Source: an optimization exercise on an open RTL-to-GDS flow (aim: small area). Production flows keep margins and buffers that such runs may drop.
Function was checked by simulation only, so behaviour that the tests miss may differ from the original.
Power figures rest on the tool's default switching activity, not on a simulated workload.

### design/flow/run.sh
#!/bin/bash
# synth_recipe.tcl (not shown) runs the flow's synth.tcl, then flattens the netlist and writes it again
# the make line also repeats each setting of config.mk as NAME=value (left out here)
make -C /OpenROAD-flow-scripts/flow DESIGN_CONFIG=/design/flow/config.mk WORK_HOME=/design/flow/orfs CLKGATE_MAP_FILE= SYNTH_SCRIPT=/design/flow/synth_recipe.tcl finish
### design/flow/config.mk
export PLATFORM = sky130hd
export DESIGN_NAME = isc_cpu_top
export DESIGN_NICKNAME = isc_cpu_top
export VERILOG_FILES = /design/flow/design.v
export SDC_FILE = /design/flow/constraint.sdc
export NUM_CORES = 4
export LEC_CHECK = 0
export ABC_AREA = 1
export CAP_MARGIN = 20
export CORE_MARGIN = 2
export CORE_UTILIZATION = 40
export PLACE_DENSITY = 0.6
export SLEW_MARGIN = 20
### design/flow/constraint.sdc
create_clock -name core_clock -period 40.0 [get_ports {clk_i}]
set_input_delay 8.0000 -clock core_clock [delete_from_list [all_inputs] [get_ports {clk_i}]]
set_output_delay 8.0000 -clock core_clock [all_outputs]
set_load 0.01 [all_outputs]
### design/flow/design.v
module isc_cpu_top (
     clk_i
    ,rst_i
    ,rst_rom_i
    ,mode_sel_i
    ,en_w_rom_i
    ,w_rom_addr_i
    ,w_rom_data_i
    ,instruction_i
    ,reg_watcher_o
    ,pc_o
    ,wb_en_o
    ,wb_addr_1_o
    ,wb_data_1_o
    ,wb_addr_2_o
    ,wb_data_2_o
);
    input clk_i;
    input rst_i;
    input rst_rom_i;
    input mode_sel_i;
    input en_w_rom_i;
    input [15:0] w_rom_addr_i;
    input [31:0] w_rom_data_i;
    input [31:0] instruction_i;
    output [7:0] reg_watcher_o;
    output [15:0] pc_o;
    output wb_en_o;
    output [4:0] wb_addr_1_o;
    output [7:0] wb_data_1_o;
    output [4:0] wb_addr_2_o;
    output [7:0] wb_data_2_o;
function [20:0] enc;
    input [31:0] i;
    begin
        enc = 21'b111_111_10_00000000000_00;
        case (i[31:24])
            8'b00000001:    enc = i[19] ? {3'd0, i[17:0]} : {3'd6, 3'd0, i[12:8], i[17:13], i[7:3]};
            8'b00000010:    enc = i[19] ? {3'd1, i[17:0]} : {3'd6, 3'd1, i[12:8], i[17:13], i[7:3]};
            8'b00000101:    enc = i[19] ? {3'd2, i[17:0]} : {3'd6, 3'd2, i[12:8], i[17:13], i[7:3]};
            8'b00000110:     enc = i[19] ? {3'd3, i[17:0]} : {3'd6, 3'd3, i[12:8], i[17:13], i[7:3]};
            8'b00001000: enc = i[19] ? {3'd4, i[17:0]} : {3'd6, 3'd4, i[12:8], i[17:13], i[7:3]};
            8'b00001001: enc = i[19] ? {3'd5, i[17:0]} : {3'd6, 3'd5, i[12:8], i[17:13], i[7:3]};
            8'b00010000:  enc = i[19] ? 21'b111_111_10_00000000000_00 : {3'd6, 3'd6, i[12:8], i[17:13], i[7:3]};
            8'b00001010:   enc = i[19] ? {3'd7, 3'd7, 2'b00, i[17:10], i[9:5]}
                                 : {3'd3, 8'h00, i[17:13], i[12:8]};
            8'b00000111:    enc = i[19] ? {3'd7, 3'd7, 2'b00, ~i[17:10], i[9:5]}
                                 : {3'd7, 3'd5, i[12:8], i[17:13], i[12:8]};
            8'b00000011:    enc = i[19] ? 21'b111_111_10_00000000000_11 : {3'd7, 3'd0, i[12:8], i[17:13], i[7:3]};
            8'b00000100:    enc = i[19] ? {3'd7, 3'd7, 2'b00, 8'h00, 5'd0}
                                 : {3'd7, 3'd1, i[12:8], i[17:13], i[7:3]};
            8'b00001101:   enc = i[19] ? 21'b111_111_10_00000000000_10 : {3'd7, 3'd2, i[12:8], i[17:13], i[7:3]};
            8'b00001110:  enc = i[19] ? 21'b111_111_10_00000000000_10 : {3'd7, 3'd3, i[12:8], i[17:13], i[7:3]};
            8'b00001111: enc = i[19] ? 21'b111_111_10_00000000000_10 : {3'd7, 3'd4, i[12:8], i[17:13], i[7:3]};
            8'b00001011: enc = i[19] ? 21'b111_111_10_00000000000_00 : {3'd7, 3'd6, i[12:8], i[17:13], i[7:3]};
            8'b00001100: enc = i[19] ? {3'd7, 3'd7, 2'b01, 8'h00, i[6:2]} : 21'b111_111_10_00000000000_00;
            8'b00010001:   enc = (i[23] == i[22]) ? 21'b111_111_10_00000000000_01 : 21'b111_111_10_00000000000_00;
            default: enc = 21'b111_111_10_00000000000_00;
        endcase
    end
endfunction
reg        en_reg_q;
reg        en_ram_q;
reg [7:0]  d1_q;       
reg [4:0]  a1_q;       
reg [7:0]  d2_q;
reg [2:0]  a2_q;       
reg [15:0] pc_q;
reg [1:0]  bub_q;
reg [4:0]  pcf_q;      
reg        romw_q;     
reg [20:0] c_q;        
reg        zr_q;       
reg        zm_q;       
wire [20:0] rom_wd = rst_rom_i ? 21'b111_111_10_00000000000_00 : enc(w_rom_data_i);
wire [20:0] rom_q [0:31];
genvar g;
generate
    for (g = 0; g < 32; g = g + 1) begin : romw
        reg [20:0] q;
        always @(posedge clk_i)
            if (rst_rom_i | (en_w_rom_i & (w_rom_addr_i[4:0] == g)))
                q <= rom_wd;
        assign rom_q[g] = q;
    end
endgenerate
wire [7:0] wd1 = d1_q & {8{~rst_i}};
wire [7:0] wd2 = d2_q & {8{~rst_i}};
wire [7:0] reg_q [0:31];
wire [7:0] ram_q [0:31];
generate
    for (g = 0; g < 32; g = g + 1) begin : regw
        reg [7:0] q;
        wire w1 = en_reg_q & (a1_q == g);
        wire w2;
        if (g == 0)       assign w2 = en_reg_q & (a2_q == 3'd0);
        else if (g == 23) assign w2 = en_reg_q & (a2_q == 3'd1);
        else if (g == 25) assign w2 = en_reg_q & (a2_q == 3'd2);
        else if (g == 26) assign w2 = en_reg_q & (a2_q == 3'd3);
        else if (g == 31) assign w2 = en_reg_q & (a2_q == 3'd4);
        else              assign w2 = 1'b0;
        always @(posedge clk_i)
            if (rst_i | w1 | w2)
                q <= w2 ? wd2 : wd1;
        assign reg_q[g] = q;
    end
    for (g = 0; g < 32; g = g + 1) begin : ramw
        reg [7:0] q;
        always @(posedge clk_i)
            if (rst_i | (en_ram_q & (a1_q == g)))
                q <= wd1;
        assign ram_q[g] = q;
    end
endgenerate
assign reg_watcher_o = reg_q[5'd22];
wire [20:0] rom_rd = rom_q[pcf_q];
wire [20:0] fetch = (bub_q != 2'd0) ? 21'b111_111_10_00000000000_01 :
                    mode_sel_i ? (romw_q ? 21'b111_111_10_00000000000_01 : rom_rd) :
                    enc(instruction_i);
always @(posedge clk_i) begin
    pcf_q  <= pc_q[4:0];
    romw_q <= en_w_rom_i & ~rst_rom_i;
    if (rst_i) begin
        bub_q <= 2'd0;
        c_q   <= 21'b111_111_10_00000000000_00;
    end
    else begin
        bub_q <= mode_sel_i ? bub_q + 2'd1 : 2'd0;
        c_q   <= fetch;
    end
end
wire [2:0] top = c_q[20:18];
wire [2:0] sub = c_q[17:15];
wire is_regf = (top == 3'd6);
wire is_misc = (top == 3'd7);
wire is_immf = ~is_regf & ~is_misc;
wire [2:0] opx = is_regf ? sub : top;
wire arith   = ~is_misc & (opx != 3'd6);
wire op_add  = arith & (opx == 3'd0);
wire op_sub  = arith & (opx == 3'd1);
wire op_and  = arith & (opx == 3'd2);
wire op_or   = arith & (opx == 3'd3);
wire op_rsh  = arith & (opx == 3'd4);
wire op_lsh  = arith & (opx == 3'd5);
wire op_mth  = is_regf & (sub == 3'd6);
wire op_mul  = is_misc & (sub == 3'd0);
wire op_div  = is_misc & (sub == 3'd1);
wire op_jmp  = is_misc & (sub == 3'd2);
wire op_ej   = is_misc & (sub == 3'd3);
wire op_nej  = is_misc & (sub == 3'd4);
wire op_not  = is_misc & (sub == 3'd5);
wire op_mvo  = is_misc & (sub == 3'd6);
wire oth     = is_misc & (sub == 3'd7);
wire op_ldi  = oth & (c_q[14:13] == 2'b00);
wire op_mvi  = oth & (c_q[14:13] == 2'b01);
wire sml   = oth & c_q[14];
wire op_ws   = sml & (c_q[1:0] == 2'b01);
wire op_jmpi = sml & (c_q[1:0] == 2'b10);
wire op_muli = sml & (c_q[1:0] == 2'b11);
wire [4:0] a_addr = c_q[9:5];
wire [4:0] b_addr = c_q[14:10];
wire [4:0] d_addr = c_q[4:0];
wire [7:0] imm    = c_q[17:10];
wire [7:0] R1  = zr_q ? 8'd0 : reg_q[a_addr];
wire [7:0] R2  = zr_q ? 8'd0 : reg_q[b_addr];
wire [4:0] R3  = zr_q ? 5'd0 : reg_q[d_addr][4:0];
wire [7:0] R23 = zr_q ? 8'd0 : reg_q[23];
wire [7:0] R24 = zr_q ? 8'd0 : reg_q[24];
wire [7:0] R29 = zr_q ? 8'd0 : reg_q[29];
wire [7:0] R30 = zr_q ? 8'd0 : reg_q[30];
wire [7:0] RM  = zm_q ? 8'd0 : ram_q[d_addr];
wire [7:0] opB = is_immf ? imm : R2;
wire inv = op_sub | op_mth | op_ej | op_nej;
wire cin = op_sub | op_ej | op_nej;
wire [8:0] sum = {1'b0, R1} + {1'b0, opB ^ {8{inv}}} + {8'd0, cin};
wire carry = opB[7] & R1[7];
wire neg   = ~sum[8];
wire gt    = sum[8];
wire eq    = (sum[7:0] == 8'd0);
function [7:0] rev8;
    input [7:0] x;
    rev8 = {x[0], x[1], x[2], x[3], x[4], x[5], x[6], x[7]};
endfunction
wire [7:0] shx = op_lsh ? rev8(R1) : R1;
wire [7:0] shr = (|opB[7:3]) ? 8'd0 : (shx >> opB[2:0]);
wire [15:0] prod = R1 * R2;
wire [15:0] dvn = {R24, R23};
wire [15:0] dvd = {R1, R2};
wire [15:0] quo;
wire [15:0] rem [0:15];
generate
    for (g = 0; g < 16; g = g + 1) begin : dv
        wire [g:0] t;
        if (g == 0) begin : t0
            assign t = dvn[15];
        end else begin : tn
            assign t = {rem[g-1][g-1:0], dvn[15-g]};
        end
        wire [g+1:0] df = {1'b0, t} - {1'b0, dvd[g:0]};
        wire hz;
        if (g < 15) begin : h0
            assign hz = |dvd[15:g+1];
        end else begin : h1
            assign hz = 1'b0;
        end
        assign quo[15-g] = ~hz & ~df[g+1];
        assign rem[g] = quo[15-g] ? df[g:0] : t;
    end
endgenerate
wire [7:0] mx = gt ? R1 : R2;
reg [7:0] d1_n;
reg [7:0] d2_n;
reg [4:0] a1_n;
reg [2:0] a2_n;
always @(*) begin
    d1_n = 8'd0;
    d2_n = 8'd0;
    a1_n = d_addr;
    a2_n = 3'd0;
    if (op_add | op_sub) d1_n = sum[7:0];
    if (op_and) d1_n = R1 & opB;
    if (op_or)  d1_n = R1 | opB;
    if (op_rsh) d1_n = shr;
    if (op_lsh) d1_n = rev8(shr);
    if (op_mth) d1_n = mx;
    if (op_mul) d1_n = prod[15:8];
    if (op_div) d1_n = quo[15:8];
    if (op_not) d1_n = ~R1;
    if (op_mvo) d1_n = R1;
    if (op_ldi) d1_n = c_q[12:5];
    if (op_mvi) d1_n = RM;
    if (op_add) d2_n = {8{carry}};
    if (op_sub) d2_n = {8{neg}};
    if (op_mth) d2_n = {8{gt}};
    if (op_mul) d2_n = prod[7:0];
    if (op_div) d2_n = quo[7:0];
    if (op_mth | op_mvo) a1_n = R3;
    if (op_mul | op_div | op_muli) a1_n = 5'd24;
    if (op_mvi) a1_n = 5'd28;
    if (op_add) a2_n = 3'd3;
    if (op_sub) a2_n = 3'd2;
    if (op_mth) a2_n = 3'd4;
    if (op_mul | op_div | op_muli) a2_n = 3'd1;
end
wire hold  = op_jmp | op_ej | op_nej;
wire wrreg = ~(op_mvo | op_ws | op_jmpi | (sml & (c_q[1:0] == 2'b00)));
wire [15:0] pc_inc = pc_q + 16'd1;
wire wrap = (|pc_q[15:5]) | (&pc_q[4:0]);
wire [15:0] pc_adv = mode_sel_i ? (wrap ? 16'd0 : pc_inc) : pc_q;
reg [15:0] pc_n;
always @(*) begin
    pc_n = pc_adv;
    if (op_jmp) pc_n = {R1, R2};
    if (op_ej)  pc_n = eq ? {R30, R29} : pc_inc;
    if (op_nej) pc_n = eq ? pc_inc : {R30, R29};
    if (op_jmpi) pc_n = pc_inc;
    if (op_ws)  pc_n = pc_q;
end
always @(posedge clk_i) begin
    zr_q <= en_reg_q;
    zm_q <= en_ram_q;
    if (rst_i) begin
        en_reg_q <= 1'b0;
        en_ram_q <= 1'b0;
        pc_q     <= 16'd0;
    end
    else begin
        pc_q <= pc_n;
        if (~hold) begin
            en_reg_q <= wrreg;
            en_ram_q <= op_mvo;
        end
    end
    if (~hold) begin
        d1_q <= d1_n;
        d2_q <= d2_n;
        a1_q <= a1_n;
        a2_q <= a2_n;
    end
end
assign pc_o = pc_q;
assign wb_en_o = en_reg_q;
assign wb_addr_1_o = a1_q;
assign wb_data_1_o = d1_q;
assign wb_data_2_o = d2_q;
assign wb_addr_2_o = (a2_q == 3'd1) ? 5'd23 :
                     (a2_q == 3'd2) ? 5'd25 :
                     (a2_q == 3'd3) ? 5'd26 :
                     (a2_q == 3'd4) ? 5'd31 : 5'd0;
endmodule
==> flow_summary_export.csv <==
group,metric,value,unit
setup_path,cp-startpoint,"c_q[14]",
global_routing,grt_usage,29.6,%
clock_network,cts_tree,"done",
synth,synthAdderAreaFrac,5.09,%
synth,synth_xor_area_share,1.47,%
timing,fmax,27.6,MHz
route,wl,247,mm
setup_path,path_delay_family,"compound AO/OA/AOI/OAI gates",
global_routing,grt_max_degree,74,
timing,tightest_slew,1220,ps
timing,rsz0062_at_grt,"no",
layout,fillCellCount,15000,
placement,portBuffers,118,
clock_network,cts_setup_buffers,0,
global_routing,antenna_found_initial,7,
synth,yosysMostFrequentCell,"nand2_1",
route,drtAntennaViolNets,0,
synth,muxShareOfSynthArea,0.0309,%
layout,drive_gt1_share,8.46,%
timing,tns,0,ps
synth,yosysSeqAreaShare,57.6,%
placement,gp_congestion,1.03,
floorplan,fp.dieH,406,µm
setup_path,critical_path_class,"flop to flop",
setup_path,end_kind,"flop",
timing,setup_viol,0,
clock_network,cts.hold.buffers_added,0,
synth,synth_top_area_share,56.0,%
global_routing,overflow,0,
placement,hpwl,175,mm
layout,area_growth,14.2,%
route,wl_met2,109,mm
route,route.met3.wl,23.8,mm
synth,yosysWarnings,1,
floorplan,die_x,406,µm
global_routing,grt_pass1_wl,350,mm
setup_path,crit_path_frequent_cell,"a21oi_1",
route,drt_iter0_drc,7006,
synth,yosys.area.top_type,"edfxtp_1",
synth,syn_avg_cell_area,9.93,µm²
synth,syn_area,64700,µm²
floorplan,top_level_ports,136,
timing,hold_viol,0,
setup_path,crit_fanout,27,
hold_path,hold_path_class,"flop to flop",
setup_path,rr_startpoint,"c_q[14]",
timing,setup_ws,3720,ps
clock_network,h-tree-depth,4,
clock_network,clkSinkCount,1257,
synth,synthArstFlopShare,0,%
hold_path,hold_start,"en_ram_q",
floorplan,placementRows,147,
synth,synth-simple-area-share,19.5,%
clock_network,path_clk_slew,60,ps
route,drtPass1Iterations,6,
synth,ys_seq_elements,1257,
synth,ys_types,66,
synth,synth_area_leaders,"edfxtp_1, nand2_1, ha_1, nor2_1, inv_1",
route,top_layer,"met5",
timing,period_minus_slack,36280,ps
synth,synth.top_cells.by_count,"nand2_1, edfxtp_1, nor2_1",
clock_network,root_buffer,"clkbuf_16",
route,wl_met1,105,mm
timing,slew_headroom,18.2,%
placement,dp_slack,2600,ps
power_and_ir_drop,p_leak,28.9,nW
timing,drv_slew,0,
synth,syn-num-nets,6836,
clock_network,clk_path_buf_depth,3,
layout,n_antenna_cell,0,
setup_path,critPathSlowestCell,"nor4_1",
floorplan,dieArea,165000,µm²
route,route.detailed.drc,0,
setup_path,crit_arrival,36750,ps
global_routing,grt_pass1_vias,48500,
synth,synth_compound_area_share,11.7,%
layout,layout.nets,7043,
setup_path,crit_required,40470,ps
synth,synthFlopType,"edfxtp_1",
timing,min_period_over_period,90.7,%
route,vias,52400,
clock_network,cts_resized,0,
synth,synthCells,6519,
synth,synth_edf_count,1208,
setup_path,startpoint_type,"flop",
setup_path,max_stage_delay,640,ps
clock_network,insertion_delay,810,ps
run_status,status,"no timing/DRC/antenna violations",
layout,multiInputGateArea,24900,µm²
route,viasPerCell,5.83,
layout,regArea,37300,µm²
synth,synth_top_family_by_area,"simple AND/OR/NAND/NOR gates",
power_and_ir_drop,p_per_area,95.2,nW/µm²
clock_network,numCtsBuffers,135,
floorplan,start_util,40.3,%
timing,skew,43.7,ps
route,post_drt_wl_per_cell,27.5,µm
setup_path,cp.buffers_inverters,24,
floorplan,core,161000,µm²
power_and_ir_drop,irDropWorstVdd,0.266,mV
flow_run,max_cap_viol_count,0,
[per-layer routing]
metal | vias up | GRT usage (%)
li1 | 23600 | -
met1 | 25800 | 41.9
met2 | 2619 | 44.7
met3 | 423 | 5.82
met4 | 6 | 11.3
met5 | - | 0
[path summary, 6_finish.rpt]
path | endpoint | slack, ps | depth (start not counted)
worst max-delay path | d2_q[0] | 3720 | 205
worst min-delay path | zm_q | 380 | 0
worst max register to register | d2_q[0] | 3720 | 205
worst min register to register | zm_q | 380 | 0
[stage by stage]
stage / hold slack [ps] / total power [W] / util, % / std cells / instance area, µm²
floorplan: 351 / 0.00484 / - / 6519 / 64700
global placement: 372 / 0.00568 / 43.3 / 8747 / 69400
detailed placement: 379 / 0.00580 / 43.3 / 8748 / 69500
CTS: 381 / 0.00704 / 46.0 / 8989 / 73800
global route: 387 / 0.00771 / 46.0 / 8990 / 73900
finish: 377 / 0.00704 / 46.0 / 8990 / 73900
[cell families after synthesis]
logic type / Yosys count
xor+xnor: 109
buf+inv: 786
compound gates: 1151
flops: 1257
mux: 2
fa+ha+maj: 232
simple gates: 2982
[area by class of cell]
class / count / share of cell area, %
Inverter: 549 / 2.79
Sequential cell: 1257 / 50.4
Tap cell: 2160 / 3.66
Timing Repair Buffer: 307 / 3.55
Multi-Input combinational cell: 4476 / 33.7
Clock buffer: 174 / 4.84
Clock inverter: 67 / 1.08
[worst register-to-register path: cells and delay by family, from the launching register on]
| family | cells | cell delay (ps) |
|---|---|---|
| AND/OR/NAND/NOR | 72 | 11830 |
| flip-flops | 1 | 310 |
| AO/OA/AOI/OAI | 93 | 14290 |
| buffers and inverters | 24 | 3640 |
| adder cells (fa/ha/maj) | 16 | 5910 |
[flip-flops by register name (all words and copies together), names as in the netlist, 2 cells and up]
name / flops
a1_q: 5
a2_q: 3
bub_q: 2
pcf_q: 5
romw.q: 672
regw.q: 256
c_q: 21
pc_q: 16
d2_q: 8
ramw.q: 256
d1_q: 8
[cell usage in the layout (no fill, tap or decap), drive strengths merged, types with 5 or more instances in the layout]
cell	n
a22oi	37
nand2	1697
nor2	589
nand4	178
o211ai	41
a211oi	17
o21ai	408
fa	52
inv	532
xor2	80
clkinvlp	7
a32o	32
clkdlybuf4s50	117
o31ai	5
or2	21
a2111oi	17
o221ai	17
o22ai	30
dfxtp	49
ha	180
a221oi	132
nand3	369
a21o	8
o21bai	34
a21oi	238
a31oi	11
buf	190
o2111ai	23
bufinv	6
nor4	36
and2	18
clkbuf	174
nor3	63
xnor2	29
a22o	76
clkinv	71
edfxtp	1208
[power breakdown]
group / internal (W) / total, W / switching, W
combinational: 0.00154 / 0.00409 / 0.00254
clock: 0.000683 / 0.00123 / 0.000548
sequential: 0.00162 / 0.00172 / 0.000101

afterwards: timing with drivers on the ports:
Ports are ideal in the flow. The routed layout listed here was re-timed in OpenROAD. Step 1, drivers: a clkbuf_16 drives clk_i and a buf_2 each remaining input, both assumed. Step 2 times the ports against the registers' clock, not the clock port: input delays grow and output delays shrink by t, the midpoint of the rising clock arrivals with the driver on. Three values: ideal, step 1, step 2; two values: the first two.
t (ns): 0.871
setup WS [ns]: 3.723 / 3.723 / 3.723
clock arrival spread, ns: 0.044 / 0.044
worst register clock-pin slew, ns: 0.07 / 0.07
cell pins on the clock port's net: 1
After both steps setup and hold are still met in this run. The setup slack of this run moves by 0.000 ns with the drivers and by 0.000 ns with both steps.
